Context: an optimization exercise on an open-source flow, tuned for small area, a short achievable clock period and few clock cycles. The choices shown serve that exercise and are no tape-out recipe.
At most, simulation tests tie the RTL to the original design; equivalence was not proved.
Function not checked in run 1: the RTL went through the layout flow alone.

[design.v]
module adder (
    input  [55:0] a,
    input  [55:0] b,
    input         ci,
    output [55:0] sum
);
    assign sum = a + b + {55'd0, ci};
endmodule
module shift (
    input  [47:0] a,
    input  [3:0]  o1,
    input  [3:0]  o2,
    input  [2:0]  o3,
    output [47:0] c
);
    wire [47:0] t1 = ({48{o1[0]}} & a)        | ({48{o1[1]}} & (a << 1)) |
                     ({48{o1[2]}} & (a << 2)) | ({48{o1[3]}} & (a << 3));
    wire [47:0] t2 = ({48{o2[0]}} & t1)        | ({48{o2[1]}} & (t1 << 4)) |
                     ({48{o2[2]}} & (t1 << 8)) | ({48{o2[3]}} & (t1 << 12));
    assign c = ({48{o3[0]}} & t2) | ({48{o3[1]}} & (t2 << 16)) | ({48{o3[2]}} & (t2 << 32));
endmodule
module mul (
    input  [47:0] x,         
    input  [11:0] bd,        
    input         negp,      
    input  [51:0] s,
    input  [51:0] c,
    output [51:0] s_n,       
    output [51:0] c_n,
    output [7:0]  sb,        
    output [7:0]  cb,
    output        negp_n
);
    function [49:0] brow(input [2:0] e, input [47:0] xx);
        brow = {~e[2], ({49{e[0]}} & {1'b0, xx} | {49{e[1]}} & {xx, 1'b0}) ^ {49{e[2]}}};
    endfunction
    wire [2:0] e1 = bd[2:0];
    wire [2:0] e2 = bd[5:3];
    wire [2:0] e3 = bd[8:6];
    wire [2:0] e4 = bd[11:9];
    wire [49:0] r1 = brow(e1, x);
    wire [49:0] r2 = brow(e2, x);
    wire [49:0] r3 = brow(e3, x);
    wire [49:0] r4 = brow(e4, x);
    wire [51:0] a_s = s;
    wire [51:0] b_s = c;
    wire nb0 = negp;
    wire n1 = e1[2];
    wire n2 = e2[2];
    wire n3 = e3[2];
    assign negp_n = e4[2];
    wire hs0;
    wire hc0;
    wire hs1;
    wire hc1;
    wire fs2;
    wire fc2;
    wire hs3;
    wire hc3;
    wire fs4;
    wire fc4;
    wire hs5;
    wire hc5;
    wire fs6;
    wire fc6;
    wire fs7;
    wire fc7;
    wire fs8;
    wire fc8;
    wire fs9;
    wire fc9;
    wire fs10;
    wire fc10;
    wire fs11;
    wire fc11;
    wire fs12;
    wire fc12;
    wire fs13;
    wire fc13;
    wire fs14;
    wire fc14;
    wire fs15;
    wire fc15;
    wire fs16;
    wire fc16;
    wire fs17;
    wire fc17;
    wire fs18;
    wire fc18;
    wire fs19;
    wire fc19;
    wire fs20;
    wire fc20;
    wire fs21;
    wire fc21;
    wire fs22;
    wire fc22;
    wire fs23;
    wire fc23;
    wire fs24;
    wire fc24;
    wire fs25;
    wire fc25;
    wire fs26;
    wire fc26;
    wire fs27;
    wire fc27;
    wire fs28;
    wire fc28;
    wire fs29;
    wire fc29;
    wire fs30;
    wire fc30;
    wire fs31;
    wire fc31;
    wire fs32;
    wire fc32;
    wire fs33;
    wire fc33;
    wire fs34;
    wire fc34;
    wire fs35;
    wire fc35;
    wire fs36;
    wire fc36;
    wire fs37;
    wire fc37;
    wire fs38;
    wire fc38;
    wire fs39;
    wire fc39;
    wire fs40;
    wire fc40;
    wire fs41;
    wire fc41;
    wire fs42;
    wire fc42;
    wire fs43;
    wire fc43;
    wire fs44;
    wire fc44;
    wire fs45;
    wire fc45;
    wire fs46;
    wire fc46;
    wire fs47;
    wire fc47;
    wire fs48;
    wire fc48;
    wire fs49;
    wire fc49;
    wire fs50;
    wire fc50;
    wire fs51;
    wire fc51;
    wire fs52;
    wire fc52;
    wire fs53;
    wire fc53;
    wire fs54;
    wire fc54;
    wire fs55;
    wire fc55;
    wire fs56;
    wire fc56;
    wire fs57;
    wire fc57;
    wire fs58;
    wire fc58;
    wire fs59;
    wire fc59;
    wire fs60;
    wire fc60;
    wire fs61;
    wire fc61;
    wire fs62;
    wire fc62;
    wire fs63;
    wire fc63;
    wire fs64;
    wire fc64;
    wire fs65;
    wire fc65;
    wire fs66;
    wire fc66;
    wire fs67;
    wire fc67;
    wire fs68;
    wire fc68;
    wire fs69;
    wire fc69;
    wire fs70;
    wire fc70;
    wire fs71;
    wire fc71;
    wire fs72;
    wire fc72;
    wire fs73;
    wire fc73;
    wire fs74;
    wire fc74;
    wire fs75;
    wire fc75;
    wire fs76;
    wire fc76;
    wire fs77;
    wire fc77;
    wire fs78;
    wire fc78;
    wire fs79;
    wire fc79;
    wire fs80;
    wire fc80;
    wire fs81;
    wire fc81;
    wire fs82;
    wire fc82;
    wire fs83;
    wire fc83;
    wire fs84;
    wire fc84;
    wire fs85;
    wire fc85;
    wire fs86;
    wire fc86;
    wire fs87;
    wire fc87;
    wire fs88;
    wire fc88;
    wire fs89;
    wire fc89;
    wire fs90;
    wire fc90;
    wire fs91;
    wire fc91;
    wire fs92;
    wire fc92;
    wire fs93;
    wire fc93;
    wire fs94;
    wire fc94;
    wire hs95;
    wire hc95;
    wire hs96;
    wire hc96;
    wire fs97;
    wire fc97;
    wire fs98;
    wire fc98;
    wire fs99;
    wire fc99;
    wire fs100;
    wire fc100;
    wire fs101;
    wire fc101;
    wire fs102;
    wire fc102;
    wire fs103;
    wire fc103;
    wire fs104;
    wire fc104;
    wire fs105;
    wire fc105;
    wire fs106;
    wire fc106;
    wire fs107;
    wire fc107;
    wire fs108;
    wire fc108;
    wire fs109;
    wire fc109;
    wire fs110;
    wire fc110;
    wire fs111;
    wire fc111;
    wire fs112;
    wire fc112;
    wire fs113;
    wire fc113;
    wire fs114;
    wire fc114;
    wire fs115;
    wire fc115;
    wire fs116;
    wire fc116;
    wire fs117;
    wire fc117;
    wire fs118;
    wire fc118;
    wire fs119;
    wire fc119;
    wire fs120;
    wire fc120;
    wire fs121;
    wire fc121;
    wire fs122;
    wire fc122;
    wire fs123;
    wire fc123;
    wire fs124;
    wire fc124;
    wire fs125;
    wire fc125;
    wire fs126;
    wire fc126;
    wire fs127;
    wire fc127;
    wire fs128;
    wire fc128;
    wire fs129;
    wire fc129;
    wire fs130;
    wire fc130;
    wire fs131;
    wire fc131;
    wire fs132;
    wire fc132;
    wire fs133;
    wire fc133;
    wire fs134;
    wire fc134;
    wire fs135;
    wire fc135;
    wire fs136;
    wire fc136;
    wire fs137;
    wire fc137;
    wire fs138;
    wire fc138;
    wire fs139;
    wire fc139;
    wire fs140;
    wire fc140;
    wire fs141;
    wire fc141;
    wire fs142;
    wire fc142;
    wire fs143;
    wire fc143;
    wire fs144;
    wire fc144;
    wire fs145;
    wire fc145;
    wire fs146;
    wire fc146;
    wire hs147;
    wire hc147;
    wire hs148;
    wire hc148;
    wire hs149;
    wire hc149;
    wire fs150;
    wire fc150;
    wire fs151;
    wire fc151;
    wire fs152;
    wire fc152;
    wire fs153;
    wire fc153;
    wire fs154;
    wire fc154;
    wire fs155;
    wire fc155;
    wire fs156;
    wire fc156;
    wire fs157;
    wire fc157;
    wire fs158;
    wire fc158;
    wire fs159;
    wire fc159;
    wire fs160;
    wire fc160;
    wire fs161;
    wire fc161;
    wire fs162;
    wire fc162;
    wire fs163;
    wire fc163;
    wire fs164;
    wire fc164;
    wire fs165;
    wire fc165;
    wire fs166;
    wire fc166;
    wire fs167;
    wire fc167;
    wire fs168;
    wire fc168;
    wire fs169;
    wire fc169;
    wire fs170;
    wire fc170;
    wire fs171;
    wire fc171;
    wire fs172;
    wire fc172;
    wire fs173;
    wire fc173;
    wire fs174;
    wire fc174;
    wire fs175;
    wire fc175;
    wire fs176;
    wire fc176;
    wire fs177;
    wire fc177;
    wire fs178;
    wire fc178;
    wire fs179;
    wire fc179;
    wire fs180;
    wire fc180;
    wire fs181;
    wire fc181;
    wire fs182;
    wire fc182;
    wire fs183;
    wire fc183;
    wire fs184;
    wire fc184;
    wire fs185;
    wire fc185;
    wire fs186;
    wire fc186;
    wire fs187;
    wire fc187;
    wire fs188;
    wire fc188;
    wire fs189;
    wire fc189;
    wire fs190;
    wire fc190;
    wire fs191;
    wire fc191;
    wire fs192;
    wire fc192;
    wire fs193;
    wire fc193;
    wire fs194;
    wire fc194;
    wire fs195;
    wire fc195;
    wire fs196;
    wire fc196;
    wire fs197;
    wire fc197;
    wire fs198;
    wire fc198;
    wire fs199;
    wire fc199;
    wire fs200;
    wire fc200;
    wire fs201;
    wire fc201;
    wire fs202;
    wire fc202;
    wire fs203;
    wire fc203;
    wire hs204;
    wire hc204;
    assign hs0 = a_s[4] ^ b_s[4];
    assign hc0 = a_s[4] & b_s[4];
    assign hs1 = a_s[5] ^ b_s[5];
    assign hc1 = a_s[5] & b_s[5];
    assign fs2 = a_s[6] ^ b_s[6] ^ n3;
    assign fc2 = (a_s[6] & b_s[6]) | (a_s[6] & n3) | (b_s[6] & n3);
    assign hs3 = r1[4] ^ r2[2];
    assign hc3 = r1[4] & r2[2];
    assign fs4 = a_s[7] ^ b_s[7] ^ r1[5];
    assign fc4 = (a_s[7] & b_s[7]) | (a_s[7] & r1[5]) | (b_s[7] & r1[5]);
    assign hs5 = r2[3] ^ r3[1];
    assign hc5 = r2[3] & r3[1];
    assign fs6 = a_s[8] ^ b_s[8] ^ r1[6];
    assign fc6 = (a_s[8] & b_s[8]) | (a_s[8] & r1[6]) | (b_s[8] & r1[6]);
    assign fs7 = r2[4] ^ r3[2] ^ r4[0];
    assign fc7 = (r2[4] & r3[2]) | (r2[4] & r4[0]) | (r3[2] & r4[0]);
    assign fs8 = a_s[9] ^ b_s[9] ^ r1[7];
    assign fc8 = (a_s[9] & b_s[9]) | (a_s[9] & r1[7]) | (b_s[9] & r1[7]);
    assign fs9 = r2[5] ^ r3[3] ^ r4[1];
    assign fc9 = (r2[5] & r3[3]) | (r2[5] & r4[1]) | (r3[3] & r4[1]);
    assign fs10 = a_s[10] ^ b_s[10] ^ r1[8];
    assign fc10 = (a_s[10] & b_s[10]) | (a_s[10] & r1[8]) | (b_s[10] & r1[8]);
    assign fs11 = r2[6] ^ r3[4] ^ r4[2];
    assign fc11 = (r2[6] & r3[4]) | (r2[6] & r4[2]) | (r3[4] & r4[2]);
    assign fs12 = a_s[11] ^ b_s[11] ^ r1[9];
    assign fc12 = (a_s[11] & b_s[11]) | (a_s[11] & r1[9]) | (b_s[11] & r1[9]);
    assign fs13 = r2[7] ^ r3[5] ^ r4[3];
    assign fc13 = (r2[7] & r3[5]) | (r2[7] & r4[3]) | (r3[5] & r4[3]);
    assign fs14 = a_s[12] ^ b_s[12] ^ r1[10];
    assign fc14 = (a_s[12] & b_s[12]) | (a_s[12] & r1[10]) | (b_s[12] & r1[10]);
    assign fs15 = r2[8] ^ r3[6] ^ r4[4];
    assign fc15 = (r2[8] & r3[6]) | (r2[8] & r4[4]) | (r3[6] & r4[4]);
    assign fs16 = a_s[13] ^ b_s[13] ^ r1[11];
    assign fc16 = (a_s[13] & b_s[13]) | (a_s[13] & r1[11]) | (b_s[13] & r1[11]);
    assign fs17 = r2[9] ^ r3[7] ^ r4[5];
    assign fc17 = (r2[9] & r3[7]) | (r2[9] & r4[5]) | (r3[7] & r4[5]);
    assign fs18 = a_s[14] ^ b_s[14] ^ r1[12];
    assign fc18 = (a_s[14] & b_s[14]) | (a_s[14] & r1[12]) | (b_s[14] & r1[12]);
    assign fs19 = r2[10] ^ r3[8] ^ r4[6];
    assign fc19 = (r2[10] & r3[8]) | (r2[10] & r4[6]) | (r3[8] & r4[6]);
    assign fs20 = a_s[15] ^ b_s[15] ^ r1[13];
    assign fc20 = (a_s[15] & b_s[15]) | (a_s[15] & r1[13]) | (b_s[15] & r1[13]);
    assign fs21 = r2[11] ^ r3[9] ^ r4[7];
    assign fc21 = (r2[11] & r3[9]) | (r2[11] & r4[7]) | (r3[9] & r4[7]);
    assign fs22 = a_s[16] ^ b_s[16] ^ r1[14];
    assign fc22 = (a_s[16] & b_s[16]) | (a_s[16] & r1[14]) | (b_s[16] & r1[14]);
    assign fs23 = r2[12] ^ r3[10] ^ r4[8];
    assign fc23 = (r2[12] & r3[10]) | (r2[12] & r4[8]) | (r3[10] & r4[8]);
    assign fs24 = a_s[17] ^ b_s[17] ^ r1[15];
    assign fc24 = (a_s[17] & b_s[17]) | (a_s[17] & r1[15]) | (b_s[17] & r1[15]);
    assign fs25 = r2[13] ^ r3[11] ^ r4[9];
    assign fc25 = (r2[13] & r3[11]) | (r2[13] & r4[9]) | (r3[11] & r4[9]);
    assign fs26 = a_s[18] ^ b_s[18] ^ r1[16];
    assign fc26 = (a_s[18] & b_s[18]) | (a_s[18] & r1[16]) | (b_s[18] & r1[16]);
    assign fs27 = r2[14] ^ r3[12] ^ r4[10];
    assign fc27 = (r2[14] & r3[12]) | (r2[14] & r4[10]) | (r3[12] & r4[10]);
    assign fs28 = a_s[19] ^ b_s[19] ^ r1[17];
    assign fc28 = (a_s[19] & b_s[19]) | (a_s[19] & r1[17]) | (b_s[19] & r1[17]);
    assign fs29 = r2[15] ^ r3[13] ^ r4[11];
    assign fc29 = (r2[15] & r3[13]) | (r2[15] & r4[11]) | (r3[13] & r4[11]);
    assign fs30 = a_s[20] ^ b_s[20] ^ r1[18];
    assign fc30 = (a_s[20] & b_s[20]) | (a_s[20] & r1[18]) | (b_s[20] & r1[18]);
    assign fs31 = r2[16] ^ r3[14] ^ r4[12];
    assign fc31 = (r2[16] & r3[14]) | (r2[16] & r4[12]) | (r3[14] & r4[12]);
    assign fs32 = a_s[21] ^ b_s[21] ^ r1[19];
    assign fc32 = (a_s[21] & b_s[21]) | (a_s[21] & r1[19]) | (b_s[21] & r1[19]);
    assign fs33 = r2[17] ^ r3[15] ^ r4[13];
    assign fc33 = (r2[17] & r3[15]) | (r2[17] & r4[13]) | (r3[15] & r4[13]);
    assign fs34 = a_s[22] ^ b_s[22] ^ r1[20];
    assign fc34 = (a_s[22] & b_s[22]) | (a_s[22] & r1[20]) | (b_s[22] & r1[20]);
    assign fs35 = r2[18] ^ r3[16] ^ r4[14];
    assign fc35 = (r2[18] & r3[16]) | (r2[18] & r4[14]) | (r3[16] & r4[14]);
    assign fs36 = a_s[23] ^ b_s[23] ^ r1[21];
    assign fc36 = (a_s[23] & b_s[23]) | (a_s[23] & r1[21]) | (b_s[23] & r1[21]);
    assign fs37 = r2[19] ^ r3[17] ^ r4[15];
    assign fc37 = (r2[19] & r3[17]) | (r2[19] & r4[15]) | (r3[17] & r4[15]);
    assign fs38 = a_s[24] ^ b_s[24] ^ r1[22];
    assign fc38 = (a_s[24] & b_s[24]) | (a_s[24] & r1[22]) | (b_s[24] & r1[22]);
    assign fs39 = r2[20] ^ r3[18] ^ r4[16];
    assign fc39 = (r2[20] & r3[18]) | (r2[20] & r4[16]) | (r3[18] & r4[16]);
    assign fs40 = a_s[25] ^ b_s[25] ^ r1[23];
    assign fc40 = (a_s[25] & b_s[25]) | (a_s[25] & r1[23]) | (b_s[25] & r1[23]);
    assign fs41 = r2[21] ^ r3[19] ^ r4[17];
    assign fc41 = (r2[21] & r3[19]) | (r2[21] & r4[17]) | (r3[19] & r4[17]);
    assign fs42 = a_s[26] ^ b_s[26] ^ r1[24];
    assign fc42 = (a_s[26] & b_s[26]) | (a_s[26] & r1[24]) | (b_s[26] & r1[24]);
    assign fs43 = r2[22] ^ r3[20] ^ r4[18];
    assign fc43 = (r2[22] & r3[20]) | (r2[22] & r4[18]) | (r3[20] & r4[18]);
    assign fs44 = a_s[27] ^ b_s[27] ^ r1[25];
    assign fc44 = (a_s[27] & b_s[27]) | (a_s[27] & r1[25]) | (b_s[27] & r1[25]);
    assign fs45 = r2[23] ^ r3[21] ^ r4[19];
    assign fc45 = (r2[23] & r3[21]) | (r2[23] & r4[19]) | (r3[21] & r4[19]);
    assign fs46 = a_s[28] ^ b_s[28] ^ r1[26];
    assign fc46 = (a_s[28] & b_s[28]) | (a_s[28] & r1[26]) | (b_s[28] & r1[26]);
    assign fs47 = r2[24] ^ r3[22] ^ r4[20];
    assign fc47 = (r2[24] & r3[22]) | (r2[24] & r4[20]) | (r3[22] & r4[20]);
    assign fs48 = a_s[29] ^ b_s[29] ^ r1[27];
    assign fc48 = (a_s[29] & b_s[29]) | (a_s[29] & r1[27]) | (b_s[29] & r1[27]);
    assign fs49 = r2[25] ^ r3[23] ^ r4[21];
    assign fc49 = (r2[25] & r3[23]) | (r2[25] & r4[21]) | (r3[23] & r4[21]);
    assign fs50 = a_s[30] ^ b_s[30] ^ r1[28];
    assign fc50 = (a_s[30] & b_s[30]) | (a_s[30] & r1[28]) | (b_s[30] & r1[28]);
    assign fs51 = r2[26] ^ r3[24] ^ r4[22];
    assign fc51 = (r2[26] & r3[24]) | (r2[26] & r4[22]) | (r3[24] & r4[22]);
    assign fs52 = a_s[31] ^ b_s[31] ^ r1[29];
    assign fc52 = (a_s[31] & b_s[31]) | (a_s[31] & r1[29]) | (b_s[31] & r1[29]);
    assign fs53 = r2[27] ^ r3[25] ^ r4[23];
    assign fc53 = (r2[27] & r3[25]) | (r2[27] & r4[23]) | (r3[25] & r4[23]);
    assign fs54 = a_s[32] ^ b_s[32] ^ r1[30];
    assign fc54 = (a_s[32] & b_s[32]) | (a_s[32] & r1[30]) | (b_s[32] & r1[30]);
    assign fs55 = r2[28] ^ r3[26] ^ r4[24];
    assign fc55 = (r2[28] & r3[26]) | (r2[28] & r4[24]) | (r3[26] & r4[24]);
    assign fs56 = a_s[33] ^ b_s[33] ^ r1[31];
    assign fc56 = (a_s[33] & b_s[33]) | (a_s[33] & r1[31]) | (b_s[33] & r1[31]);
    assign fs57 = r2[29] ^ r3[27] ^ r4[25];
    assign fc57 = (r2[29] & r3[27]) | (r2[29] & r4[25]) | (r3[27] & r4[25]);
    assign fs58 = a_s[34] ^ b_s[34] ^ r1[32];
    assign fc58 = (a_s[34] & b_s[34]) | (a_s[34] & r1[32]) | (b_s[34] & r1[32]);
    assign fs59 = r2[30] ^ r3[28] ^ r4[26];
    assign fc59 = (r2[30] & r3[28]) | (r2[30] & r4[26]) | (r3[28] & r4[26]);
    assign fs60 = a_s[35] ^ b_s[35] ^ r1[33];
    assign fc60 = (a_s[35] & b_s[35]) | (a_s[35] & r1[33]) | (b_s[35] & r1[33]);
    assign fs61 = r2[31] ^ r3[29] ^ r4[27];
    assign fc61 = (r2[31] & r3[29]) | (r2[31] & r4[27]) | (r3[29] & r4[27]);
    assign fs62 = a_s[36] ^ b_s[36] ^ r1[34];
    assign fc62 = (a_s[36] & b_s[36]) | (a_s[36] & r1[34]) | (b_s[36] & r1[34]);
    assign fs63 = r2[32] ^ r3[30] ^ r4[28];
    assign fc63 = (r2[32] & r3[30]) | (r2[32] & r4[28]) | (r3[30] & r4[28]);
    assign fs64 = a_s[37] ^ b_s[37] ^ r1[35];
    assign fc64 = (a_s[37] & b_s[37]) | (a_s[37] & r1[35]) | (b_s[37] & r1[35]);
    assign fs65 = r2[33] ^ r3[31] ^ r4[29];
    assign fc65 = (r2[33] & r3[31]) | (r2[33] & r4[29]) | (r3[31] & r4[29]);
    assign fs66 = a_s[38] ^ b_s[38] ^ r1[36];
    assign fc66 = (a_s[38] & b_s[38]) | (a_s[38] & r1[36]) | (b_s[38] & r1[36]);
    assign fs67 = r2[34] ^ r3[32] ^ r4[30];
    assign fc67 = (r2[34] & r3[32]) | (r2[34] & r4[30]) | (r3[32] & r4[30]);
    assign fs68 = a_s[39] ^ b_s[39] ^ r1[37];
    assign fc68 = (a_s[39] & b_s[39]) | (a_s[39] & r1[37]) | (b_s[39] & r1[37]);
    assign fs69 = r2[35] ^ r3[33] ^ r4[31];
    assign fc69 = (r2[35] & r3[33]) | (r2[35] & r4[31]) | (r3[33] & r4[31]);
    assign fs70 = a_s[40] ^ b_s[40] ^ r1[38];
    assign fc70 = (a_s[40] & b_s[40]) | (a_s[40] & r1[38]) | (b_s[40] & r1[38]);
    assign fs71 = r2[36] ^ r3[34] ^ r4[32];
    assign fc71 = (r2[36] & r3[34]) | (r2[36] & r4[32]) | (r3[34] & r4[32]);
    assign fs72 = a_s[41] ^ b_s[41] ^ r1[39];
    assign fc72 = (a_s[41] & b_s[41]) | (a_s[41] & r1[39]) | (b_s[41] & r1[39]);
    assign fs73 = r2[37] ^ r3[35] ^ r4[33];
    assign fc73 = (r2[37] & r3[35]) | (r2[37] & r4[33]) | (r3[35] & r4[33]);
    assign fs74 = a_s[42] ^ b_s[42] ^ r1[40];
    assign fc74 = (a_s[42] & b_s[42]) | (a_s[42] & r1[40]) | (b_s[42] & r1[40]);
    assign fs75 = r2[38] ^ r3[36] ^ r4[34];
    assign fc75 = (r2[38] & r3[36]) | (r2[38] & r4[34]) | (r3[36] & r4[34]);
    assign fs76 = a_s[43] ^ b_s[43] ^ r1[41];
    assign fc76 = (a_s[43] & b_s[43]) | (a_s[43] & r1[41]) | (b_s[43] & r1[41]);
    assign fs77 = r2[39] ^ r3[37] ^ r4[35];
    assign fc77 = (r2[39] & r3[37]) | (r2[39] & r4[35]) | (r3[37] & r4[35]);
    assign fs78 = a_s[44] ^ b_s[44] ^ r1[42];
    assign fc78 = (a_s[44] & b_s[44]) | (a_s[44] & r1[42]) | (b_s[44] & r1[42]);
    assign fs79 = r2[40] ^ r3[38] ^ r4[36];
    assign fc79 = (r2[40] & r3[38]) | (r2[40] & r4[36]) | (r3[38] & r4[36]);
    assign fs80 = a_s[45] ^ b_s[45] ^ r1[43];
    assign fc80 = (a_s[45] & b_s[45]) | (a_s[45] & r1[43]) | (b_s[45] & r1[43]);
    assign fs81 = r2[41] ^ r3[39] ^ r4[37];
    assign fc81 = (r2[41] & r3[39]) | (r2[41] & r4[37]) | (r3[39] & r4[37]);
    assign fs82 = a_s[46] ^ b_s[46] ^ r1[44];
    assign fc82 = (a_s[46] & b_s[46]) | (a_s[46] & r1[44]) | (b_s[46] & r1[44]);
    assign fs83 = r2[42] ^ r3[40] ^ r4[38];
    assign fc83 = (r2[42] & r3[40]) | (r2[42] & r4[38]) | (r3[40] & r4[38]);
    assign fs84 = a_s[47] ^ b_s[47] ^ r1[45];
    assign fc84 = (a_s[47] & b_s[47]) | (a_s[47] & r1[45]) | (b_s[47] & r1[45]);
    assign fs85 = r2[43] ^ r3[41] ^ r4[39];
    assign fc85 = (r2[43] & r3[41]) | (r2[43] & r4[39]) | (r3[41] & r4[39]);
    assign fs86 = a_s[48] ^ b_s[48] ^ r1[46];
    assign fc86 = (a_s[48] & b_s[48]) | (a_s[48] & r1[46]) | (b_s[48] & r1[46]);
    assign fs87 = r2[44] ^ r3[42] ^ r4[40];
    assign fc87 = (r2[44] & r3[42]) | (r2[44] & r4[40]) | (r3[42] & r4[40]);
    assign fs88 = a_s[49] ^ b_s[49] ^ r1[47];
    assign fc88 = (a_s[49] & b_s[49]) | (a_s[49] & r1[47]) | (b_s[49] & r1[47]);
    assign fs89 = r2[45] ^ r3[43] ^ r4[41];
    assign fc89 = (r2[45] & r3[43]) | (r2[45] & r4[41]) | (r3[43] & r4[41]);
    assign fs90 = a_s[50] ^ b_s[50] ^ r1[48];
    assign fc90 = (a_s[50] & b_s[50]) | (a_s[50] & r1[48]) | (b_s[50] & r1[48]);
    assign fs91 = r2[46] ^ r3[44] ^ r4[42];
    assign fc91 = (r2[46] & r3[44]) | (r2[46] & r4[42]) | (r3[44] & r4[42]);
    assign fs92 = a_s[51] ^ b_s[51] ^ r1[49];
    assign fc92 = (a_s[51] & b_s[51]) | (a_s[51] & r1[49]) | (b_s[51] & r1[49]);
    assign fs93 = r2[47] ^ r3[45] ^ r4[43];
    assign fc93 = (r2[47] & r3[45]) | (r2[47] & r4[43]) | (r3[45] & r4[43]);
    assign fs94 = 1'b1 ^ r2[48] ^ r3[46];
    assign fc94 = (1'b1 & r2[48]) | (1'b1 & r3[46]) | (r2[48] & r3[46]);
    assign hs95 = a_s[2] ^ b_s[2];
    assign hc95 = a_s[2] & b_s[2];
    assign hs96 = a_s[3] ^ b_s[3];
    assign hc96 = a_s[3] & b_s[3];
    assign fs97 = n2 ^ hs0 ^ r1[2];
    assign fc97 = (n2 & hs0) | (n2 & r1[2]) | (hs0 & r1[2]);
    assign fs98 = hc0 ^ hs1 ^ r1[3];
    assign fc98 = (hc0 & hs1) | (hc0 & r1[3]) | (hs1 & r1[3]);
    assign fs99 = hc1 ^ r3[0] ^ fs2;
    assign fc99 = (hc1 & r3[0]) | (hc1 & fs2) | (r3[0] & fs2);
    assign fs100 = fc2 ^ hc3 ^ hs5;
    assign fc100 = (fc2 & hc3) | (fc2 & hs5) | (hc3 & hs5);
    assign fs101 = hc5 ^ fc4 ^ fs6;
    assign fc101 = (hc5 & fc4) | (hc5 & fs6) | (fc4 & fs6);
    assign fs102 = fc6 ^ fc7 ^ fs8;
    assign fc102 = (fc6 & fc7) | (fc6 & fs8) | (fc7 & fs8);
    assign fs103 = fc8 ^ fc9 ^ fs10;
    assign fc103 = (fc8 & fc9) | (fc8 & fs10) | (fc9 & fs10);
    assign fs104 = fc10 ^ fc11 ^ fs12;
    assign fc104 = (fc10 & fc11) | (fc10 & fs12) | (fc11 & fs12);
    assign fs105 = fc12 ^ fc13 ^ fs14;
    assign fc105 = (fc12 & fc13) | (fc12 & fs14) | (fc13 & fs14);
    assign fs106 = fc14 ^ fc15 ^ fs16;
    assign fc106 = (fc14 & fc15) | (fc14 & fs16) | (fc15 & fs16);
    assign fs107 = fc16 ^ fc17 ^ fs18;
    assign fc107 = (fc16 & fc17) | (fc16 & fs18) | (fc17 & fs18);
    assign fs108 = fc18 ^ fc19 ^ fs20;
    assign fc108 = (fc18 & fc19) | (fc18 & fs20) | (fc19 & fs20);
    assign fs109 = fc20 ^ fc21 ^ fs22;
    assign fc109 = (fc20 & fc21) | (fc20 & fs22) | (fc21 & fs22);
    assign fs110 = fc22 ^ fc23 ^ fs24;
    assign fc110 = (fc22 & fc23) | (fc22 & fs24) | (fc23 & fs24);
    assign fs111 = fc24 ^ fc25 ^ fs26;
    assign fc111 = (fc24 & fc25) | (fc24 & fs26) | (fc25 & fs26);
    assign fs112 = fc26 ^ fc27 ^ fs28;
    assign fc112 = (fc26 & fc27) | (fc26 & fs28) | (fc27 & fs28);
    assign fs113 = fc28 ^ fc29 ^ fs30;
    assign fc113 = (fc28 & fc29) | (fc28 & fs30) | (fc29 & fs30);
    assign fs114 = fc30 ^ fc31 ^ fs32;
    assign fc114 = (fc30 & fc31) | (fc30 & fs32) | (fc31 & fs32);
    assign fs115 = fc32 ^ fc33 ^ fs34;
    assign fc115 = (fc32 & fc33) | (fc32 & fs34) | (fc33 & fs34);
    assign fs116 = fc34 ^ fc35 ^ fs36;
    assign fc116 = (fc34 & fc35) | (fc34 & fs36) | (fc35 & fs36);
    assign fs117 = fc36 ^ fc37 ^ fs38;
    assign fc117 = (fc36 & fc37) | (fc36 & fs38) | (fc37 & fs38);
    assign fs118 = fc38 ^ fc39 ^ fs40;
    assign fc118 = (fc38 & fc39) | (fc38 & fs40) | (fc39 & fs40);
    assign fs119 = fc40 ^ fc41 ^ fs42;
    assign fc119 = (fc40 & fc41) | (fc40 & fs42) | (fc41 & fs42);
    assign fs120 = fc42 ^ fc43 ^ fs44;
    assign fc120 = (fc42 & fc43) | (fc42 & fs44) | (fc43 & fs44);
    assign fs121 = fc44 ^ fc45 ^ fs46;
    assign fc121 = (fc44 & fc45) | (fc44 & fs46) | (fc45 & fs46);
    assign fs122 = fc46 ^ fc47 ^ fs48;
    assign fc122 = (fc46 & fc47) | (fc46 & fs48) | (fc47 & fs48);
    assign fs123 = fc48 ^ fc49 ^ fs50;
    assign fc123 = (fc48 & fc49) | (fc48 & fs50) | (fc49 & fs50);
    assign fs124 = fc50 ^ fc51 ^ fs52;
    assign fc124 = (fc50 & fc51) | (fc50 & fs52) | (fc51 & fs52);
    assign fs125 = fc52 ^ fc53 ^ fs54;
    assign fc125 = (fc52 & fc53) | (fc52 & fs54) | (fc53 & fs54);
    assign fs126 = fc54 ^ fc55 ^ fs56;
    assign fc126 = (fc54 & fc55) | (fc54 & fs56) | (fc55 & fs56);
    assign fs127 = fc56 ^ fc57 ^ fs58;
    assign fc127 = (fc56 & fc57) | (fc56 & fs58) | (fc57 & fs58);
    assign fs128 = fc58 ^ fc59 ^ fs60;
    assign fc128 = (fc58 & fc59) | (fc58 & fs60) | (fc59 & fs60);
    assign fs129 = fc60 ^ fc61 ^ fs62;
    assign fc129 = (fc60 & fc61) | (fc60 & fs62) | (fc61 & fs62);
    assign fs130 = fc62 ^ fc63 ^ fs64;
    assign fc130 = (fc62 & fc63) | (fc62 & fs64) | (fc63 & fs64);
    assign fs131 = fc64 ^ fc65 ^ fs66;
    assign fc131 = (fc64 & fc65) | (fc64 & fs66) | (fc65 & fs66);
    assign fs132 = fc66 ^ fc67 ^ fs68;
    assign fc132 = (fc66 & fc67) | (fc66 & fs68) | (fc67 & fs68);
    assign fs133 = fc68 ^ fc69 ^ fs70;
    assign fc133 = (fc68 & fc69) | (fc68 & fs70) | (fc69 & fs70);
    assign fs134 = fc70 ^ fc71 ^ fs72;
    assign fc134 = (fc70 & fc71) | (fc70 & fs72) | (fc71 & fs72);
    assign fs135 = fc72 ^ fc73 ^ fs74;
    assign fc135 = (fc72 & fc73) | (fc72 & fs74) | (fc73 & fs74);
    assign fs136 = fc74 ^ fc75 ^ fs76;
    assign fc136 = (fc74 & fc75) | (fc74 & fs76) | (fc75 & fs76);
    assign fs137 = fc76 ^ fc77 ^ fs78;
    assign fc137 = (fc76 & fc77) | (fc76 & fs78) | (fc77 & fs78);
    assign fs138 = fc78 ^ fc79 ^ fs80;
    assign fc138 = (fc78 & fc79) | (fc78 & fs80) | (fc79 & fs80);
    assign fs139 = fc80 ^ fc81 ^ fs82;
    assign fc139 = (fc80 & fc81) | (fc80 & fs82) | (fc81 & fs82);
    assign fs140 = fc82 ^ fc83 ^ fs84;
    assign fc140 = (fc82 & fc83) | (fc82 & fs84) | (fc83 & fs84);
    assign fs141 = fc84 ^ fc85 ^ fs86;
    assign fc141 = (fc84 & fc85) | (fc84 & fs86) | (fc85 & fs86);
    assign fs142 = fc86 ^ fc87 ^ fs88;
    assign fc142 = (fc86 & fc87) | (fc86 & fs88) | (fc87 & fs88);
    assign fs143 = fc88 ^ fc89 ^ fs90;
    assign fc143 = (fc88 & fc89) | (fc88 & fs90) | (fc89 & fs90);
    assign fs144 = fc90 ^ fc91 ^ fs92;
    assign fc144 = (fc90 & fc91) | (fc90 & fs92) | (fc91 & fs92);
    assign fs145 = r4[44] ^ fc92 ^ fc93;
    assign fc145 = (r4[44] & fc92) | (r4[44] & fc93) | (fc92 & fc93);
    assign fs146 = r2[49] ^ r3[47] ^ r4[45];
    assign fc146 = (r2[49] & r3[47]) | (r2[49] & r4[45]) | (r3[47] & r4[45]);
    assign hs147 = 1'b1 ^ r3[48];
    assign hc147 = 1'b1 & r3[48];
    assign hs148 = a_s[0] ^ b_s[0];
    assign hc148 = a_s[0] & b_s[0];
    assign hs149 = a_s[1] ^ b_s[1];
    assign hc149 = a_s[1] & b_s[1];
    assign fs150 = n1 ^ hs95 ^ r1[0];
    assign fc150 = (n1 & hs95) | (n1 & r1[0]) | (hs95 & r1[0]);
    assign fs151 = hc95 ^ hs96 ^ r1[1];
    assign fc151 = (hc95 & hs96) | (hc95 & r1[1]) | (hs96 & r1[1]);
    assign fs152 = hc96 ^ r2[0] ^ fs97;
    assign fc152 = (hc96 & r2[0]) | (hc96 & fs97) | (r2[0] & fs97);
    assign fs153 = r2[1] ^ fc97 ^ fs98;
    assign fc153 = (r2[1] & fc97) | (r2[1] & fs98) | (fc97 & fs98);
    assign fs154 = hs3 ^ fc98 ^ fs99;
    assign fc154 = (hs3 & fc98) | (hs3 & fs99) | (fc98 & fs99);
    assign fs155 = fs4 ^ fc99 ^ fs100;
    assign fc155 = (fs4 & fc99) | (fs4 & fs100) | (fc99 & fs100);
    assign fs156 = fs7 ^ fc100 ^ fs101;
    assign fc156 = (fs7 & fc100) | (fs7 & fs101) | (fc100 & fs101);
    assign fs157 = fs9 ^ fc101 ^ fs102;
    assign fc157 = (fs9 & fc101) | (fs9 & fs102) | (fc101 & fs102);
    assign fs158 = fs11 ^ fc102 ^ fs103;
    assign fc158 = (fs11 & fc102) | (fs11 & fs103) | (fc102 & fs103);
    assign fs159 = fs13 ^ fc103 ^ fs104;
    assign fc159 = (fs13 & fc103) | (fs13 & fs104) | (fc103 & fs104);
    assign fs160 = fs15 ^ fc104 ^ fs105;
    assign fc160 = (fs15 & fc104) | (fs15 & fs105) | (fc104 & fs105);
    assign fs161 = fs17 ^ fc105 ^ fs106;
    assign fc161 = (fs17 & fc105) | (fs17 & fs106) | (fc105 & fs106);
    assign fs162 = fs19 ^ fc106 ^ fs107;
    assign fc162 = (fs19 & fc106) | (fs19 & fs107) | (fc106 & fs107);
    assign fs163 = fs21 ^ fc107 ^ fs108;
    assign fc163 = (fs21 & fc107) | (fs21 & fs108) | (fc107 & fs108);
    assign fs164 = fs23 ^ fc108 ^ fs109;
    assign fc164 = (fs23 & fc108) | (fs23 & fs109) | (fc108 & fs109);
    assign fs165 = fs25 ^ fc109 ^ fs110;
    assign fc165 = (fs25 & fc109) | (fs25 & fs110) | (fc109 & fs110);
    assign fs166 = fs27 ^ fc110 ^ fs111;
    assign fc166 = (fs27 & fc110) | (fs27 & fs111) | (fc110 & fs111);
    assign fs167 = fs29 ^ fc111 ^ fs112;
    assign fc167 = (fs29 & fc111) | (fs29 & fs112) | (fc111 & fs112);
    assign fs168 = fs31 ^ fc112 ^ fs113;
    assign fc168 = (fs31 & fc112) | (fs31 & fs113) | (fc112 & fs113);
    assign fs169 = fs33 ^ fc113 ^ fs114;
    assign fc169 = (fs33 & fc113) | (fs33 & fs114) | (fc113 & fs114);
    assign fs170 = fs35 ^ fc114 ^ fs115;
    assign fc170 = (fs35 & fc114) | (fs35 & fs115) | (fc114 & fs115);
    assign fs171 = fs37 ^ fc115 ^ fs116;
    assign fc171 = (fs37 & fc115) | (fs37 & fs116) | (fc115 & fs116);
    assign fs172 = fs39 ^ fc116 ^ fs117;
    assign fc172 = (fs39 & fc116) | (fs39 & fs117) | (fc116 & fs117);
    assign fs173 = fs41 ^ fc117 ^ fs118;
    assign fc173 = (fs41 & fc117) | (fs41 & fs118) | (fc117 & fs118);
    assign fs174 = fs43 ^ fc118 ^ fs119;
    assign fc174 = (fs43 & fc118) | (fs43 & fs119) | (fc118 & fs119);
    assign fs175 = fs45 ^ fc119 ^ fs120;
    assign fc175 = (fs45 & fc119) | (fs45 & fs120) | (fc119 & fs120);
    assign fs176 = fs47 ^ fc120 ^ fs121;
    assign fc176 = (fs47 & fc120) | (fs47 & fs121) | (fc120 & fs121);
    assign fs177 = fs49 ^ fc121 ^ fs122;
    assign fc177 = (fs49 & fc121) | (fs49 & fs122) | (fc121 & fs122);
    assign fs178 = fs51 ^ fc122 ^ fs123;
    assign fc178 = (fs51 & fc122) | (fs51 & fs123) | (fc122 & fs123);
    assign fs179 = fs53 ^ fc123 ^ fs124;
    assign fc179 = (fs53 & fc123) | (fs53 & fs124) | (fc123 & fs124);
    assign fs180 = fs55 ^ fc124 ^ fs125;
    assign fc180 = (fs55 & fc124) | (fs55 & fs125) | (fc124 & fs125);
    assign fs181 = fs57 ^ fc125 ^ fs126;
    assign fc181 = (fs57 & fc125) | (fs57 & fs126) | (fc125 & fs126);
    assign fs182 = fs59 ^ fc126 ^ fs127;
    assign fc182 = (fs59 & fc126) | (fs59 & fs127) | (fc126 & fs127);
    assign fs183 = fs61 ^ fc127 ^ fs128;
    assign fc183 = (fs61 & fc127) | (fs61 & fs128) | (fc127 & fs128);
    assign fs184 = fs63 ^ fc128 ^ fs129;
    assign fc184 = (fs63 & fc128) | (fs63 & fs129) | (fc128 & fs129);
    assign fs185 = fs65 ^ fc129 ^ fs130;
    assign fc185 = (fs65 & fc129) | (fs65 & fs130) | (fc129 & fs130);
    assign fs186 = fs67 ^ fc130 ^ fs131;
    assign fc186 = (fs67 & fc130) | (fs67 & fs131) | (fc130 & fs131);
    assign fs187 = fs69 ^ fc131 ^ fs132;
    assign fc187 = (fs69 & fc131) | (fs69 & fs132) | (fc131 & fs132);
    assign fs188 = fs71 ^ fc132 ^ fs133;
    assign fc188 = (fs71 & fc132) | (fs71 & fs133) | (fc132 & fs133);
    assign fs189 = fs73 ^ fc133 ^ fs134;
    assign fc189 = (fs73 & fc133) | (fs73 & fs134) | (fc133 & fs134);
    assign fs190 = fs75 ^ fc134 ^ fs135;
    assign fc190 = (fs75 & fc134) | (fs75 & fs135) | (fc134 & fs135);
    assign fs191 = fs77 ^ fc135 ^ fs136;
    assign fc191 = (fs77 & fc135) | (fs77 & fs136) | (fc135 & fs136);
    assign fs192 = fs79 ^ fc136 ^ fs137;
    assign fc192 = (fs79 & fc136) | (fs79 & fs137) | (fc136 & fs137);
    assign fs193 = fs81 ^ fc137 ^ fs138;
    assign fc193 = (fs81 & fc137) | (fs81 & fs138) | (fc137 & fs138);
    assign fs194 = fs83 ^ fc138 ^ fs139;
    assign fc194 = (fs83 & fc138) | (fs83 & fs139) | (fc138 & fs139);
    assign fs195 = fs85 ^ fc139 ^ fs140;
    assign fc195 = (fs85 & fc139) | (fs85 & fs140) | (fc139 & fs140);
    assign fs196 = fs87 ^ fc140 ^ fs141;
    assign fc196 = (fs87 & fc140) | (fs87 & fs141) | (fc140 & fs141);
    assign fs197 = fs89 ^ fc141 ^ fs142;
    assign fc197 = (fs89 & fc141) | (fs89 & fs142) | (fc141 & fs142);
    assign fs198 = fs91 ^ fc142 ^ fs143;
    assign fc198 = (fs91 & fc142) | (fs91 & fs143) | (fc142 & fs143);
    assign fs199 = fs93 ^ fc143 ^ fs144;
    assign fc199 = (fs93 & fc143) | (fs93 & fs144) | (fc143 & fs144);
    assign fs200 = fs94 ^ fc144 ^ fs145;
    assign fc200 = (fs94 & fc144) | (fs94 & fs145) | (fc144 & fs145);
    assign fs201 = fc94 ^ fs146 ^ fc145;
    assign fc201 = (fc94 & fs146) | (fc94 & fc145) | (fs146 & fc145);
    assign fs202 = r4[46] ^ hs147 ^ fc146;
    assign fc202 = (r4[46] & hs147) | (r4[46] & fc146) | (hs147 & fc146);
    assign fs203 = r3[49] ^ r4[47] ^ hc147;
    assign fc203 = (r3[49] & r4[47]) | (r3[49] & hc147) | (r4[47] & hc147);
    assign hs204 = 1'b1 ^ r4[48];
    assign hc204 = 1'b1 & r4[48];
    wire [59:0] so = {1'b0, 1'b1, r4[49], hs204, fs203, fs202, fc200, fc199, fc198, fc197, fc196, fc195, fc194, fc193, fc192, fc191, fc190, fc189, fc188, fc187, fc186, fc185, fc184, fc183, fc182, fc181, fc180, fc179, fc178, fc177, fc176, fc175, fc174, fc173, fc172, fc171, fc170, fc169, fc168, fc167, fc166, fc165, fc164, fc163, fc162, fc161, fc160, fc159, fc158, fc157, fc156, fc155, fc154, fc153, fc152, fc151, fc150, hc149, hc148, nb0};
    wire [59:0] co = {1'b0, 1'b0, hc204, fc203, fc202, fc201, fs201, fs200, fs199, fs198, fs197, fs196, fs195, fs194, fs193, fs192, fs191, fs190, fs189, fs188, fs187, fs186, fs185, fs184, fs183, fs182, fs181, fs180, fs179, fs178, fs177, fs176, fs175, fs174, fs173, fs172, fs171, fs170, fs169, fs168, fs167, fs166, fs165, fs164, fs163, fs162, fs161, fs160, fs159, fs158, fs157, fs156, fs155, fs154, fs153, fs152, fs151, fs150, hs149, hs148};
    assign s_n = so[59:8];
    assign c_n = co[59:8];
    assign sb = so[7:0];
    assign cb = co[7:0];
endmodule
module calc_ops (
    input           clk,
    input           rst,
    input  [47:0]   add_a,
    input           add_empty,
    output          add_rden,
    output [47:0]   add_c,
    output          add_wren,
    input  [47:0]   shl_a,
    input           shl_empty,
    output          shl_rden,
    output [47:0]   shl_c,
    output          shl_wren,
    input  [47:0]   mul_a,
    input           mul_empty,
    output          mul_rden,
    output [47:0]   mul_c,
    output          mul_wren
);
reg        st_idle, st_capx, st_capy, st_exec, st_iter, st_hi, st_lo;
reg  [2:0] cur;          
reg  [2:0] last;         
reg  [2:0] pend;         
reg  [2:0] rden;
reg  [2:0] wren;
reg  [2:0] it;           
wire [2:0] empty = {mul_empty, shl_empty, add_empty};
wire [2:0] popx = rden & ~empty & ~({3{st_capx}} & cur);
wire [2:0] req  = pend | popx;
wire [2:0] g_after0 = req[1] ? 3'b010 : req[2] ? 3'b100 : req[0] ? 3'b001 : 3'b000;
wire [2:0] g_after1 = req[2] ? 3'b100 : req[0] ? 3'b001 : req[1] ? 3'b010 : 3'b000;
wire [2:0] g_after2 = req[0] ? 3'b001 : req[1] ? 3'b010 : req[2] ? 3'b100 : 3'b000;
wire [2:0] gsel = last[0] ? g_after0 : last[1] ? g_after1 : g_after2;
wire [2:0] grant = st_idle ? gsel : 3'b000;
wire       go = |grant;
wire       it_last = (it == 3'd5);
always @(posedge clk) begin
    if (rst) begin
        st_idle <= 1'b1;
        st_capx <= 1'b0;
        st_capy <= 1'b0;
        st_exec <= 1'b0;
        st_iter <= 1'b0;
        st_hi   <= 1'b0;
        st_lo   <= 1'b0;
        cur     <= 3'b000;
        last    <= 3'b100;
        pend    <= 3'b000;
        rden    <= 3'b111;
        wren    <= 3'b000;
        it      <= 3'd0;
    end else begin
        st_idle <= (st_idle & ~go) | st_exec | st_lo;
        st_capx <= go;
        st_capy <= st_capx;
        st_exec <= st_capy & ~cur[2];
        st_iter <= (st_capy & cur[2]) | (st_iter & ~it_last);
        st_hi   <= st_iter & it_last;
        st_lo   <= st_hi;
        it      <= st_iter ? it + 3'd1 : 3'd0;
        if (go) begin
            cur  <= grant;
            last <= grant;
        end
        pend <= (pend | popx) & ~grant;
        rden <= ~((pend | popx) & ~grant);
        wren <= cur & {3{st_exec | st_hi | st_lo}};
    end
end
assign add_rden = rden[0];
assign shl_rden = rden[1];
assign mul_rden = rden[2];
assign add_wren = wren[0];
assign shl_wren = wren[1];
assign mul_wren = wren[2];
wire [47:0] a_sel = ({48{cur[0]}} & add_a) | ({48{cur[1]}} & shl_a) | ({48{cur[2]}} & mul_a);
reg  [47:0] x;           
reg  [47:0] y;           
reg  [51:0] s, c;        
reg  [7:0]  sb, cb;      
reg         cy;          
reg         negp;
reg  [11:0] bd;          
reg         it0;         
reg  [3:0]  sh_o1;       
reg  [3:0]  sh_o2;       
reg  [2:0]  sh_o3;       
reg         sel_lo;      
reg         sel_sum;     
reg  [47:0] acc;         
function [2:0] benc(input y2, input y1, input y0);
    benc = {y2 & ~(y1 & y0),
            (y2 & ~y1 & ~y0) | (~y2 & y1 & y0),
            y1 ^ y0};
endfunction
function [11:0] bdig(input [9:0] v);
    bdig = {benc(v[9], v[8], v[7]), benc(v[7], v[6], v[5]), benc(v[5], v[4], v[3]),
            benc(v[3], v[2], v[1])};
endfunction
wire [51:0] s_n, c_n;
wire [7:0]  sb_n, cb_n;
wire        negp_n;
mul u_mul (
    .x      (x),
    .bd     (bd),
    .negp   (negp),
    .s      (s),
    .c      (c),
    .s_n    (s_n),
    .c_n    (c_n),
    .sb     (sb_n),
    .cb     (cb_n),
    .negp_n (negp_n)
);
wire [55:0] sum;
adder u_adder (
    .a   ({s[47:0], sb}),
    .b   ({c[47:0], cb}),
    .ci  (cy),
    .sum (sum)
);
wire [8:0] lo_byte = {1'b0, sb} + {1'b0, cb} + {8'd0, cy};
wire [47:0] shl_res;
shift u_shift (
    .a  (x),
    .o1 (sh_o1),
    .o2 (sh_o2),
    .o3 (sh_o3),
    .c  (shl_res)
);
wire shl_big = (|a_sel[47:6]) | (a_sel[5] & a_sel[4]);    
wire shl_go  = st_capy & cur[1] & ~shl_big;
always @(posedge clk) begin
    if (st_capx)
        x <= a_sel;
    if (st_capy) begin
        y  <= a_sel;
        bd <= bdig(a_sel[9:0]);
        s  <= cur[2] ? {4'd0, x & {48{a_sel[0]}}} : {4'd0, a_sel};
        c  <= cur[2] ? {~a_sel[1], a_sel[1], a_sel[1], ~x & {48{a_sel[1]}}, a_sel[1]}
                     : {4'd0, x};
        negp <= a_sel[1];
        sb <= 8'd0;
        cb <= 8'd0;
        cy <= 1'b0;
    end else begin
        y  <= {it0 ? 8'd0 : lo_byte[7:0], y[47:8]};
        bd <= bdig(y[17:8]);
        s  <= s_n;
        c  <= c_n;
        sb <= sb_n;
        cb <= cb_n;
        cy <= it0 ? 1'b0 : lo_byte[8];
        negp <= negp_n;
    end
    it0    <= st_capy;
    sh_o1 <= {a_sel[1:0] == 2'd3, a_sel[1:0] == 2'd2, a_sel[1:0] == 2'd1, a_sel[1:0] == 2'd0};
    sh_o2 <= {a_sel[3:2] == 2'd3, a_sel[3:2] == 2'd2, a_sel[3:2] == 2'd1, a_sel[3:2] == 2'd0};
    sh_o3 <= {3{shl_go}} & {a_sel[5:4] == 2'd2, a_sel[5:4] == 2'd1, a_sel[5:4] == 2'd0};
    sel_lo  <= st_hi;
    sel_sum <= ~(st_capy & cur[1]) & ~st_hi;
    acc <= ({48{sel_lo}} & y) | shl_res | ({48{sel_sum}} & sum[55:8]);
end
assign add_c = acc;
assign shl_c = acc;
assign mul_c = acc;
endmodule
[flow/run.sh]
#!/bin/bash
# Own layout flow: the standard ORFS flow, with the port buffers made of
# sky130_fd_sc_hd__buf_1, a clock tree of fewer, larger leaf clusters and
# timing repair aimed below the clock period (the SDC and the clock period
# are unchanged).  make's full output goes to flow_make.log; ORFS keeps each
# step's log under orfs/logs.
set -euo pipefail
MARGIN=${MARGIN:-8.0}
bash standard.sh \
  "BUFFER_PORTS_ARGS=-buffer_cell sky130_fd_sc_hd__buf_1" \
  "CTS_ARGS=-sink_clustering_enable -repair_clock_nets -sink_clustering_size 20 -sink_clustering_max_diameter 80 -buf_list sky130_fd_sc_hd__clkbuf_16 -dont_use_dummy_load" \
  "SETUP_SLACK_MARGIN=$MARGIN" \
  finish > flow_make.log 2>&1
[standard.sh]
#!/bin/bash
# synth_recipe.tcl (not shown) runs the flow's synth.tcl, then flattens the netlist and writes it again
# the make line also repeats each setting of config.mk as NAME=value (left out here)
make -C /OpenROAD-flow-scripts/flow DESIGN_CONFIG=/design/flow/config.mk WORK_HOME=/design/flow/orfs CLKGATE_MAP_FILE= SYNTH_SCRIPT=/design/flow/synth_recipe.tcl "${@:-finish}"
[config.mk]
export PLATFORM = sky130hd
export DESIGN_NAME = calc_ops
export DESIGN_NICKNAME = calc_ops
export VERILOG_FILES = /design/flow/design.v
export SDC_FILE = /design/flow/constraint.sdc
export NUM_CORES = 4
export LEC_CHECK = 0
export CAP_MARGIN = 20
export CORE_MARGIN = 2
export CORE_UTILIZATION = 60
export SLEW_MARGIN = 20
export TNS_END_PERCENT = 0
[constraint.sdc]
create_clock -name core_clock -period 11.0 [get_ports {clk}]
set_input_delay 2.2000 -clock core_clock [delete_from_list [all_inputs] [get_ports {clk}]]
set_output_delay 2.2000 -clock core_clock [all_outputs]
set_load 0.01 [all_outputs]
==> impl_metrics.csv, run 1 <==
group,metric,value,unit
floorplan,rows,75,
route,ant_nets,0,
synth,avgSynthCellArea,8.83,um2
timing,final.period_utilization,31.9,%
clock_network,clkTransAtPathRegs,80,ps
timing,min_period,3510,ps
synth,synth_flop_cell,"dfxtp_1",
route,routed_via_density,7.07,
global_route,track_usage,44.8,%
placed_design,placed_area,26000,um2
route,wl_per_cell,29.0,um
placed_design,io_buffers,298,
floorplan,die_area,44300,um2
finish,fill_cells,3560,
floorplan,coreArea,42000,um2
finish,final_cell_mix,"a22oi_1 (365), nor2_1 (293), buf_1 (292)",
timing,finClkSkew,65.5,ps
synth,synth_warnings,2,
synth,synth.distinct_cells,85,
clock_network,insertion_delay,600,ps
finish,final_nets,3350,
critical_path,r2r_setup_slack,7490,ps
synth,async_flop_share,0,%
global_route,grt_max_degree,101,
synth,synth_top_area_share,20.7,%
synth,synth_top_area_cell,"dfxtp_1",
finish,syn2layout_area_growth,5.91,%
timing,hold_viol,0,
synth,yosys-top-cells-area,"dfxtp_1 (21%), fa_1 (15%), a22oi_1 (11%), xnor2_1 (7.4%), edfxtp_1 (5.6%)",
timing,tightest_slew,1160,ps
floorplan,die_h,211,um
route,wirelength,101000,um
synth,synthCells,2899,
finish,final_common_cell,"a22oi_1",
route,drt_iter0_markers,4088,
route,drt_first_pass_iters,13,
synth,syn_area,25600,um2
finish,drive_above_1_share,6.47,%
synth,yosysSeqAreaShare,26.4,%
critical_path,critical_path_class,"register to register",
finish,final_area,27100,um2
placed_design,gp_congestion,1.05,
run_status,status,"finished clean",
timing,fmax,285,MHz
finish,final_util,64.5,%
finish,multi_input_area,16800,um2
clock_network,cts_tree,"built",
synth,syn_nets,3312,
timing,final-setup-viol-count,0,
floorplan,die_x,211,um
synth,synth_seq_cells,313,
placed_design,hpwl,72600,um
clock_network,clockBufferDepth,3,
critical_path,crit_slowest_cell,"o21ai_0",
route,vias,24600,
timing,rsz0062_at_grt,"yes",
global_route,grt_first_pass_wirelength,149000,um
clock_network,clockRootBuffer,"clkbuf_16",
route,route.detailed.drc,0,
critical_path,arrival,3900,ps
timing,max_slew_margin,22.9,%
floorplan,start_util,60.9,%
job,maxCapViolCount,0,
global_route,grt_overflow,0,
clock_network,htree_levels,1,
critical_path,cpPeakStageDelay,460,ps
critical_path,crit_chain,"fa_2, fa_2, a211oi_4, o21ai_2, a21oi_1, o21ai_2, a31oi_4, o31ai_4, a31oi_2, xor2_1, o21ai_0",
critical_path,crit_fanout,4,
synth,synth_edf_count,48,
critical_path,start_kind,"register",
timing,slew_violations,0,
floorplan,io_pins,299,
critical_path,endpoint_kind,"register",
worst_hold_path,holdCritPathClass,"register to register",
placed_design,dp_slack,6700,ps
critical_path,worstPathRequired,11390,ps
timing,timing.final.ws_setup,7490,ps
global_route,antenna_found_initial,4,
global_route,grt_pass1_vias,22900,
clock_network,cts_num_sinks,313,
clock_network,cts_made_buffers,23,
finish,seq_area,6780,um2
timing,setup_total_negative_slack,0,ps
sequential cells by signal, indices dropped and copies added, names as in the netlist, 3 cells and up:
signal / cells
rden: 3
c: 52
x: 48
cur: 3
pend: 3
sh_o3: 3
cb: 8
acc: 48
sh_o2: 4
wren: 3
bd: 12
y: 48
s: 51
sh_o1: 4
it: 3
sb: 8
cell usage after synthesis (all sizes together), types with 4 or more instances:
library cell	n
o21bai	6
o211ai	10
xnor2	215
ha	69
inv	93
edfxtp	48
a221o	5
a211oi	13
clkbuf	246
and3	9
a221oi	11
a222oi	71
nor2	293
nand2b	10
fa	195
nand4	29
a21boi	5
a21o	34
a22oi	365
a21oi	201
buf	133
o31ai	9
a32o	5
mux2	4
dfxtp	265
a22o	10
nand2	191
nor4	5
mux2i	46
and2	18
o32ai	4
o21ai	78
nor2b	19
o21a	5
o22ai	6
xor2	28
nand3	27
nor3	15
a31oi	62
path summary, 6_finish.rpt:
kind / endpoint / depth (start not counted) / from
max: acc[40] / 11 / cy
min: cy / 1 / it0
max reg2reg: acc[40] / 11 / cy
min reg2reg: cy / 1 / it0
critical path: cells and delay by family, from the launching register on:
family,cells,cell delay [ps]
compound gates,8,2080
fa+ha+maj,2,760
flops,1,330
xor+xnor,1,110
through the flow:
stage               hold WS [ps]  instances
finish                       430       3477
detailed placement           426       3410
global route                 444       3474
global placement             415       3407
floorplan                    359       2899
CTS                          431       3462
layout make-up:
cell class / count / share of cell area, %
multi-input combinational: 2114 / 62.1
sequential: 313 / 25.0
inverter: 93 / 1.30
antenna: 3 / 0.0277
timing repair buffer: 392 / 6.98
clock buffer: 23 / 2.12
tap: 539 / 2.49
logic make-up after synthesis:
| kind of cell | count (synthesis) | synth area share [%] |
|---|---|---|
| buffers and inverters | 472 | 8.39 |
| AND/OR/NAND/NOR | 629 | 10.6 |
| XOR/XNOR | 243 | 8.31 |
| adder cells (fa/ha/maj) | 264 | 18.6 |
| multiplexers | 50 | 1.97 |
| flip-flops | 313 | 26.4 |
| AO/OA/AOI/OAI | 928 | 25.7 |
per-layer routing:
metal | up-vias | track usage [%] | wire (um)
li1 | 10400 | - | -
met1 | 11800 | 60.9 | 37500
met2 | 2046 | 63.3 | 41100
met3 | 377 | 11.3 | 13800
met4 | 4 | 28.7 | 8230
met5 | - | 0 | 25
repair_timing:
item / 4_1_cts / 5_1_grt
setup endpoints to repair: 306 / 301
pin swaps: 20 / 17
hold buffers: 0 / 0
gates resized for setup: 30 / 19
buffers inserted: 29 / 11
==> run 2, diff against run 1 <==
--- a/design.v
+++ b/design.v
@@ -23,4 +23,5 @@
     input  [47:0] x,         
     input  [11:0] bd,        
+    input  [11:0] bdn,       
     input         negp,      
     input  [51:0] s,
@@ -32,6 +33,11 @@
     output        negp_n
 );
-    function [49:0] brow(input [2:0] e, input [47:0] xx);
-        brow = {~e[2], ({49{e[0]}} & {1'b0, xx} | {49{e[1]}} & {xx, 1'b0}) ^ {49{e[2]}}};
+    function [49:0] brow(input [2:0] e, input [2:0] eh, input [47:0] xx);
+        reg [49:0] lo, hi;
+        begin
+            lo = {~e[2],  ({49{e[0]}}  & {1'b0, xx} | {49{e[1]}}  & {xx, 1'b0}) ^ {49{e[2]}}};
+            hi = {~eh[2], ({49{eh[0]}} & {1'b0, xx} | {49{eh[1]}} & {xx, 1'b0}) ^ {49{eh[2]}}};
+            brow = {hi[49:25], lo[24:0]};
+        end
     endfunction
     wire [2:0] e1 = bd[2:0];
@@ -39,8 +45,9 @@
     wire [2:0] e3 = bd[8:6];
     wire [2:0] e4 = bd[11:9];
-    wire [49:0] r1 = brow(e1, x);
-    wire [49:0] r2 = brow(e2, x);
-    wire [49:0] r3 = brow(e3, x);
-    wire [49:0] r4 = brow(e4, x);
+    wire [11:0] bh = ~bdn;
+    wire [49:0] r1 = brow(e1, bh[2:0], x);
+    wire [49:0] r2 = brow(e2, bh[5:3], x);
+    wire [49:0] r3 = brow(e3, bh[8:6], x);
+    wire [49:0] r4 = brow(e4, bh[11:9], x);
     wire [51:0] a_s = s;
     wire [51:0] b_s = c;
@@ -960,4 +967,5 @@
 reg         negp;
 reg  [11:0] bd;          
+reg  [11:0] bdn;         
 reg         it0;         
 reg  [3:0]  sh_o1;       
@@ -982,4 +990,5 @@
     .x      (x),
     .bd     (bd),
+    .bdn    (bdn),
     .negp   (negp),
     .s      (s),
@@ -1015,4 +1024,5 @@
         y  <= a_sel;
         bd <= bdig(a_sel[9:0]);
+        bdn <= ~bdig(a_sel[9:0]);
         s  <= cur[2] ? {4'd0, x & {48{a_sel[0]}}} : {4'd0, a_sel};
         c  <= cur[2] ? {~a_sel[1], a_sel[1], a_sel[1], ~x & {48{a_sel[1]}}, a_sel[1]}
@@ -1025,4 +1035,5 @@
         y  <= {it0 ? 8'd0 : lo_byte[7:0], y[47:8]};
         bd <= bdig(y[17:8]);
+        bdn <= ~bdig(y[17:8]);
         s  <= s_n;
         c  <= c_n;
==> run 2 against run 1 <==
Still clean on timing, DRC and antenna; hold slack better by 9.3 ps; wire length up 1.2%; utilization up 2.2 points; critical path type is now input pin to register.
==> impl_metrics.csv, run 2 <==
group,metric,value,unit
synth,yosysSeqAreaShare,27.3,%
finish,final_common_cell,"nor2_1",
route,ant_nets,0,
synth,synth_edf_count,48,
clock_network,clockRootBuffer,"clkbuf_16",
finish,largest_registers,"c x52, s x51",
floorplan,die_x,211,um
floorplan,start_util,60.9,%
synth,synthCells,2905,
synth,async_flop_share,0,%
timing,finClkSkew,94.5,ps
timing,min_period,3270,ps
finish,fill_cells,3462,
finish,seq_area,7040,um2
global_route,grt_pass1_vias,23600,
global_route,grt_overflow,0,
critical_path,critical_path_class,"input pin to register",
critical_path,crit_path_end,"s[3]",
finish,final_cell_mix,"nor2_1 (291), a22oi_1 (277), dfxtp_1 (248)",
timing,hold_viol,0,
synth,avgSynthCellArea,8.81,um2
critical_path,crit_start,"add_a[0]",
synth,syn_nets,3318,
placed_design,hpwl,73800,um
synth,synth_warnings,2,
finish,largest_register_ffs,52,
timing,fmax,306,MHz
clock_network,postCtsHoldBufs,0,
synth,syn_area,25600,um2
run_status,status,"finished clean",
job,maxCapViolCount,0,
synth,synth_flop_cell,"dfxtp_1",
timing,setup_total_negative_slack,0,ps
timing,final.period_utilization,29.7,%
floorplan,io_pins,299,
critical_path,r2r_setup_slack,7760,ps
floorplan,die_h,211,um
clock_network,clkTransAtPathRegs,80,ps
critical_path,start_kind,"input pin",
global_route,antenna_found_initial,3,
timing,max_slew_margin,28.2,%
finish,multi_input_area,16600,um2
synth,synth_commonest_cells,"nor2_1 (292), a22oi_1 (278), dfxtp_1 (277)",
floorplan,coreArea,42000,um2
clock_network,clockBufferDepth,3,
synth,synth_top_area_share,21.7,%
global_route,grt_first_pass_wirelength,149000,um
clock_network,cts_tree,"built",
route,wl_per_cell,28.4,um
route,route.detailed.drc,0,
floorplan,die_area,44300,um2
synth,synth_top_area_cell,"dfxtp_1",
timing,final-setup-viol-count,0,
critical_path,arrival,3740,ps
timing,tightest_slew,1080,ps
critical_path,r2r_end,"acc[44]",
synth,synth_seq_cells,325,
finish,syn2layout_area_growth,9.55,%
finish,final_nets,3454,
critical_path,r2r_start,"s[17]",
finish,regMostFlops,"c",
critical_path,reg2regPathDepth,12,
timing,slew_violations,0,
timing,rsz0062_at_grt,"yes",
placed_design,io_buffers,298,
critical_path,worstPathRequired,11470,ps
synth,synth.distinct_cells,86,
finish,drive_above_1_share,12.6,%
finish,final_area,28000,um2
placed_design,placed_area,26100,um2
placed_design,gp_congestion,1.04,
route,routed_via_density,7.06,
clock_network,cts_made_buffers,25,
floorplan,rows,75,
route,drt_iter0_markers,4623,
clock_network,cts_num_sinks,325,
global_route,grt_max_degree,100,
route,vias,25300,
route,drt_first_pass_iters,11,
global_route,track_usage,45.0,%
clock_network,htree_levels,1,
critical_path,endpoint_kind,"register",
route,wirelength,102000,um
clock_network,insertion_delay,600,ps
critical_path,crit_fanout,48,
synth,synth_most_common_cell,"nor2_1",
worst_hold_path,holdCritPathClass,"register to register",
synth,yosys-top-cells-area,"dfxtp_1 (22%), fa_1 (15%), a22oi_1 (8.2%), xnor2_1 (7.6%), edfxtp_1 (5.6%)",
-- run 2: changes by cell type in the layout (fill, tap and decap cells not counted), moves of 18 or more --
| cell | change |
|---|---|
| a22oi_1 | -88 |
| a31oi_1 | +21 |
| buf_1 | -85 |
| buf_2 | +73 |
| buf_4 | +61 |
| clkinvlp_4 | +18 |
| inv_1 | +21 |
| mux2i_1 | -22 |
| o22ai_1 | +91 |
-- run 2: how the worst min path moves through the flow --
stage,startpoint,to,slack [ps],depth (start not counted)
final,negp,sb[0],440,1
after detailed placement,negp,sb[0],420,1
after global placement,st_lo,st_idle,430,1
after CTS,negp,sb[0],440,1
after floorplan,st_hi,sel_lo,360,0
after global routing,negp,sb[0],460,1
-- run 2: cell type report --
cell class              instances  share of cell area (%)
well taps                     539                    2.40
repair inverters                1                  0.0178
repair buffers                452                    9.03
flip-flops and latches        325                    25.1
multi-input cells            2100                    59.1
diodes                          6                  0.0535
inverters                     136                    2.07
clock buffers                  25                    2.23
-- run 2: critical path, cell delays in order --
cell,delay [ps]
buf_1,140
a22oi_1,100
and2_1,340
inv_2,130
buf_6,390
a31oi_1,180
a21oi_1,200
-- run 2: timing repair --
action	in CTS	in global routing
endpoints found under the hold margin	0	0
setup endpoints to repair	309	303
buffers inserted	60	49
resized for setup	127	55
cloned	1	1
pin swaps	34	12
-- run 2: stage by stage --
stage	worst slack, ps	util [%]	hold WS (ps)	cells
final	7730	66.7	439	3584
after global routing	7700	66.7	465	3580
after CTS	7750	65.2	439	3528
after detailed placement	6480	62.0	420	3442
after global placement	6490	62.0	428	3441
after floorplan	7170	-	359	2905
-- run 2: cells by family (layout without fill, tap and decap cells) --
| kind of cell | after synthesis | count (layout) | share of synthesized area, % |
|---|---|---|---|
| AOI/OAI and AO/OA | 933 | 933 | 25.5 |
| xor gates and xnor gates | 245 | 245 | 8.38 |
| adders and majority gates | 264 | 264 | 18.6 |
| buffers and inverters | 480 | 614 | 8.48 |
| DFF | 325 | 325 | 27.3 |
| muxes | 28 | 28 | 1.11 |
| other | 0 | 6 | 0 |
| and+or+nand+nor | 630 | 630 | 10.6 |
-- run 2: routing by layer --
| layer | global-route usage (%) | wire, um | vias up |
|---|---|---|---|
| met5 | 2.00 | 117 | - |
| met4 | 14.2 | 4140 | 2 |
| met3 | 21.0 | 18200 | 325 |
| met2 | 65.4 | 42200 | 2257 |
| met1 | 59.2 | 37300 | 12200 |
| li1 | - | - | 10600 |
Testbench counts of run 2, summed over its fixed seeds: cycles 13,821.

## re-timing with driven ports
The flow's constraints put no driver on any port. The routed layouts listed below were extracted and timed again, unchanged, in two steps. Step 1, drivers: a clkbuf_16 drives clk and a buf_2 each remaining input, both assumed. Step 2 moves the port delays by t, midway between the first and last clock arrival at a register: inputs arrive t later, outputs are due t later. That takes back most of the time a late clock gives input paths. a / b / c = ideal / step 1 / step 2; a / b = the first two.
run | shift t [ns] | slack for setup (ns) | worst setup path at the end
run 1 | 0.627 | 7.490 / 7.490 / 7.074 | input to register
run 2 | 0.617 | 7.733 / 7.693 / 7.151 | input to register
After both steps setup and hold are still met in every run listed. The setup slack of run 2, which loses most, moves by -0.040 ns with the drivers and by -0.582 ns with both steps.
